Context: an optimization exercise on an open-source flow, tuned for small area. The choices shown serve that exercise and are no tape-out recipe. Only simulation tests tie the RTL to the original design; equivalence was not proved. No driver is modelled on the clock port, so clock power and skew are understated where the tree is cut down; a real chip needs a root buffer or a tree. Power and IR drop assume default switching activity.

==> try-yarrow <==
Design Top_Circuit, start of the top module:
module Top_Circuit(clk, rst, start, start_addr, end_addr, max_diff, busy, scl, sda_out, sda_oe, sda_in);
input clk, rst, start;
input [7:0] start_addr, end_addr;
output [7:0] max_diff;
output reg busy;
output reg scl, sda_out, sda_oe;
input sda_in;
localparam IDLE = 3'd0,   
           F0 = 3'd1,     
           F1 = 3'd2,     
           F23 = 3'd3,    
           RX = 3'd4,     
           STOP = 3'd5,   
           STOPF = 3'd6;  
reg [2:0] sg;
reg [5:0] c;
reg wp;                   
reg [7:0] sr, ia, mn, mx;
reg [7:0] diff, ia_inc;
reg [5:0] c_inc;
reg lte, sr_le_y, cy;
wire [7:0] y = c[1] ? mx : mn;
integer k;
always @* begin
	cy = 1'b1;
	for (k = 0; k < 8; k = k + 1) begin
		diff[k] = mx[k] ^ ~mn[k] ^ cy;
		cy = (mx[k] & ~mn[k]) | (cy & (mx[k] ^ ~mn[k]));
	end
	cy = 1'b1;
	for (k = 0; k < 8; k = k + 1) begin
		ia_inc[k] = ia[k] ^ cy;
		cy = cy & ia[k];
	end
	cy = 1'b1;
	for (k = 0; k < 6; k = k + 1) begin
		c_inc[k] = c[k] ^ cy;
		cy = cy & c[k];
	end
	lte = 1'b1; sr_le_y = ~c[1];
	for (k = 0; k < 8; k = k + 1) begin
		lte = (~ia[k] & end_addr[k]) | (~ia[k] & lte) | (end_addr[k] & lte);
		sr_le_y = (~sr[k] & y[k]) | (~sr[k] & sr_le_y) | (y[k] & sr_le_y);
	end
end
assign max_diff = wp ? diff : 8'd0;
wire [2:0] kb = c[4:2];
wire devbit = (kb == 3'd0) || (kb == 3'd2) || (kb == 3'd6) || (kb == 3'd7 && sg == F23);
reg busy_c;
always @* begin
	scl = 1'b1; sda_oe = 1'b1; sda_out = 1'b1;
	busy_c = 1'b1;
	case (sg)
		IDLE: busy_c = 1'b0;
		F0, F1, F23: begin
			if (!c[5]) begin
				scl = c[1];
				sda_out = (sg == F1) ? (wp | sr[7]) : (sg == F23 && wp) ? sr[7] : devbit;
			end else if (c[4]) begin
				sda_out = (c < 6'd62);
			end else begin
				sda_oe = 1'b0;
				scl = (c == 6'd35) || (c == 6'd36) || (sg == F23 && !wp && c == 6'd37);
			end
		end
		RX: begin
			if (c[5]) begin
				if (c == 6'd50) begin scl = 1'b0; sda_oe = 1'b0; end
			end else if (c == 6'd28) begin scl = 1'b1; sda_out = 1'b0; end
			else if (c == 6'd29) begin scl = 1'b0; sda_out = 1'b0; end
			else begin scl = 1'b0; sda_oe = 1'b0; end
		end
		default: begin
			case (c)
				6'd0, 6'd4: sda_out = 1'b0;
				6'd2: scl = 1'b0;
				6'd5: busy_c = (sg != STOPF);
				default: ;
			endcase
		end
	endcase
end
wire rx_shift = (sg == RX) && !c[5] && !c[0] && (c >= 6'd2) && (c <= 6'd16);
  ...
clock: 5.0 ns
lec_check: 0
cap_margin: 20
core_margin: 2
core_utilization: 65
place_density: 0.8
slew_margin: 20
standard.sh (not shown) runs the stock make flow with config.mk's settings and CLKGATE_MAP_FILE= SYNTH_SCRIPT=/design/flow/synth_recipe.tcl, a recipe that flattens the netlist after the stock synthesis.
==> flow/flow/run.sh <==
#!/bin/bash
# The standard ORFS layout (standard.sh) with changes that only affect which cells are
# chosen: synthesis maps logic with an area-oriented abc script and leaves adders as plain
# gates for abc (no half/full adder cells), and port buffers use the smallest buffer cell.
set -euo pipefail
here=$PWD
export BUFFER_PORTS_ARGS="-buffer_cell sky130_fd_sc_hd__buf_1"
export ADDER_MAP_FILE=
export AREA_ABC_SCRIPT=$here/flow/area.abc
export FLOW_SYNTH_TCL=$here/synth_recipe.tcl
sed "s|SYNTH_SCRIPT=[^ ]*|SYNTH_SCRIPT=$here/flow/synth_area.tcl|" standard.sh > standard_area_synth.sh
bash standard_area_synth.sh synth > synth_flow.log 2>&1
bash standard.sh > standard_flow.log 2>&1
==> flow/flow/area.abc <==
strash; ifraig; scorr; dc2; dc2; dch -f; amap; strash; &get -n; &st; &synch2; &put; dch -f; amap; strash; dch -f; amap; topo
==> flow/flow/synth_area.tcl <==
# The standard synthesis (synth_recipe.tcl, sourced unchanged below) with one change:
# abc maps the logic with an area-oriented script (flow/area.abc) instead of ORFS's
# abc_speed/abc_area script. Registers are untouched by abc, so their names and cells stay
# those of the standard synthesis.
proc abc {args} {
  set i [lsearch -exact $args -script]
  if { $i >= 0 } { lset args [expr { $i + 1 }] $::env(AREA_ABC_SCRIPT) }
  yosys abc {*}$args
}
source $::env(FLOW_SYNTH_TCL)
==> try-willow: changes against try-yarrow <==
==> flow/flow/run.sh (replaced) <==
#!/bin/bash
# The standard ORFS layout (standard.sh) with changes that only affect which cells are
# chosen and how the clock is distributed:
#  - synthesis maps logic with an area-oriented abc script (flow/area.abc) and leaves adders
#    as plain gates for abc (no half/full adder cells); registers are untouched;
#  - port buffers use the smallest buffer cell;
#  - the clock port drives four leaf clock buffers, one per register cluster
#    (flow/manual_cts.tcl), instead of a root buffer and four leaves.
set -euo pipefail
here=$PWD
export BUFFER_PORTS_ARGS="-buffer_cell sky130_fd_sc_hd__buf_1"
export ADDER_MAP_FILE=
export AREA_ABC_SCRIPT=$here/flow/area.abc
export FLOW_SYNTH_TCL=$here/synth_recipe.tcl
export PRE_CTS_TCL=$here/flow/manual_cts.tcl
export MANUAL_CLK_K=4
export MANUAL_CLKBUF=sky130_fd_sc_hd__clkbuf_8
sed "s|SYNTH_SCRIPT=[^ ]*|SYNTH_SCRIPT=$here/flow/synth_area.tcl|" standard.sh > standard_area_synth.sh
bash standard_area_synth.sh synth > synth_flow.log 2>&1
bash standard.sh > standard_flow.log 2>&1
==> flow/flow/area.abc (replaced) <==
strash; dc2; dc2; dch -f; amap; strash; dc2; dch -f; amap; strash; dc2; dch -f; amap; topo
==> flow/flow/manual_clk.tcl (new file) <==
# Clock distribution for a small design (run before CTS, see manual_cts.tcl): the clock port
# drives K leaf clock buffers (K <= 4), each driving one cluster of clock sinks; clusters by
# k-means on the sink locations, each buffer placed at its cluster's centre.
set block [ord::get_db_block]
set clknet [[$block findBTerm clk] getNet]
set master [[ord::get_db] findMaster $::env(MANUAL_CLKBUF)]
set K $::env(MANUAL_CLK_K)
set its {}
foreach it [$clknet getITerms] {
  set bb [[$it getInst] getBBox]
  lappend its [list $it [expr {([$bb xMin] + [$bb xMax]) / 2.0}] [expr {([$bb yMin] + [$bb yMax]) / 2.0}]]
}
set its [lsort -real -index 1 $its]
set n [llength $its]
# initial centers: spread along x
set cs {}
for {set k 0} {$k < $K} {incr k} {
  set e [lindex $its [expr {int(($k + 0.5) * $n / $K)}]]
  lappend cs [list [lindex $e 1] [lindex $e 2]]
}
for {set iter 0} {$iter < 50} {incr iter} {
  set asg {}
  foreach e $its {
    set best 0; set bd 1e30
    for {set k 0} {$k < $K} {incr k} {
      set c [lindex $cs $k]
      set d [expr {abs([lindex $e 1] - [lindex $c 0]) + abs([lindex $e 2] - [lindex $c 1])}]
      if {$d < $bd} { set bd $d; set best $k }
    }
    lappend asg $best
  }
  set ncs {}
  for {set k 0} {$k < $K} {incr k} {
    set sx 0; set sy 0; set m 0
    foreach e $its a $asg { if {$a == $k} { set sx [expr {$sx + [lindex $e 1]}]; set sy [expr {$sy + [lindex $e 2]}]; incr m } }
    if {$m > 0} { lappend ncs [list [expr {$sx / $m}] [expr {$sy / $m}]] } else { lappend ncs [lindex $cs $k] }
  }
  set cs $ncs
}
for {set k 0} {$k < $K} {incr k} {
  set inst [odb::dbInst_create $block $master clkbuf_leaf_$k]
  set net [odb::dbNet_create $block clknet_leaf_$k]
  $net setSigType CLOCK
  [$inst findITerm A] connect $clknet
  [$inst findITerm X] connect $net
  set m 0
  foreach e $its a $asg { if {$a == $k} { set it [lindex $e 0]; $it disconnect; $it connect $net; incr m } }
  set c [lindex $cs $k]
  $inst setLocation [expr {int([lindex $c 0])}] [expr {int([lindex $c 1])}]
  $inst setPlacementStatus PLACED
  puts "clock leaf $k: $::env(MANUAL_CLKBUF) drives $m sinks"
}
==> flow/flow/manual_cts.tcl (new file) <==
# PRE_CTS_TCL hook: the design has only a few dozen registers, so instead of TritonCTS's
# H-tree (a root buffer and four leaf buffers) the clock port drives a few leaf buffers
# directly, one per cluster of registers. The rest of ORFS's cts step (legalisation, timing
# repair) runs as usual.
source [file join [file dirname [info script]] manual_clk.tcl]
set_propagated_clock [all_clocks]
proc clock_tree_synthesis { args } {
  puts "clock tree: built by flow/manual_clk.tcl, TritonCTS not run"
}
Settings changed: CAP_MARGIN 20 to 0, CORE_UTILIZATION 65 to 40, GPL_TIMING_DRIVEN set to 0, PLACE_DENSITY 0.8 to 0.6, SLEW_MARGIN 20 to 0.
==> qor summary <==
| item | try-willow | try-yarrow |
|---|---|---|
| Total routed wirelength | 7000 um | 7820 um |
| Power consumed by sequential cells | 625 uW | 642 uW |
| Number of signal-net inverters in the final layout | 54 | 60 |
| Met2 demand-to-capacity share in global routing | 31.7% | 50.6% |
| TritonRoute pass-1 iters | 5 | 6 |
| Setup slack of the most critical reg-to-reg path | 0.98 ns | 1.06 ns |
| Wire length per cell | 15.4 um | 16.9 um |
| Total area of multi-input combinational cells | 1390 um^2 | 1420 um^2 |
| Register share of the cell area | 35.0% | 33.9% |
| Fillers | 663 | 329 |
| Power attributed to combinational cells | 811 uW | 773 uW |
| Die outline width | 84.4 um | 67.8 um |
| Data required time of the critical path | 4.98 ns | 5.22 ns |
| Transition at the pin with the smallest max-transition slack | 1.26 ns | 0.800 ns |
| GRT Util Overall | 20.1% | 34.8% |
| Metal2 WL | 3120 um | 3340 um |
| Synth-to-Final Area Change | 10.6% | 11.6% |
| Highest clock rate | 0.249 GHz | 0.254 GHz |
| Result of the run | finished clean | finished clean |
| Max incr delay on CP | 1.02 ns | 0.67 ns |
In try-willow the design's own scripts or RTL, not TritonCTS, make the clock network.

## separate check: timing with driven ports
No port has a modelled driver above. Below, the same layouts with a new extraction and two added sets of constraints. Step 1 sets driving cells, clkbuf_16 on the clock port and buf_2 on the other inputs (assumed; they add their load-dependent delay and slew). Step 2 moves the port delays by t, midway between the first and last clock arrival at a register: inputs arrive t later, outputs are due t later. That takes back most of the time a late clock gives input paths. Slacks: ideal / step 1 / step 2; pairs: ideal / step 1.
run | shift t [ns] | setup slack, ns | worst setup path after step 2 | latest minus earliest clock arrival (ns) | slew at the worst register clock pin (ns)
try-yarrow | 0.337 | 1.060 / 1.060 / 1.060 | register to register | 0.010 / 0.011 | 0.09 / 0.09
try-willow | 0.201 | 0.978 / 0.978 / 0.978 | register to register | 0.032 / 0.032 | 0.09 / 0.09
After both steps setup and hold are still met in every run listed.
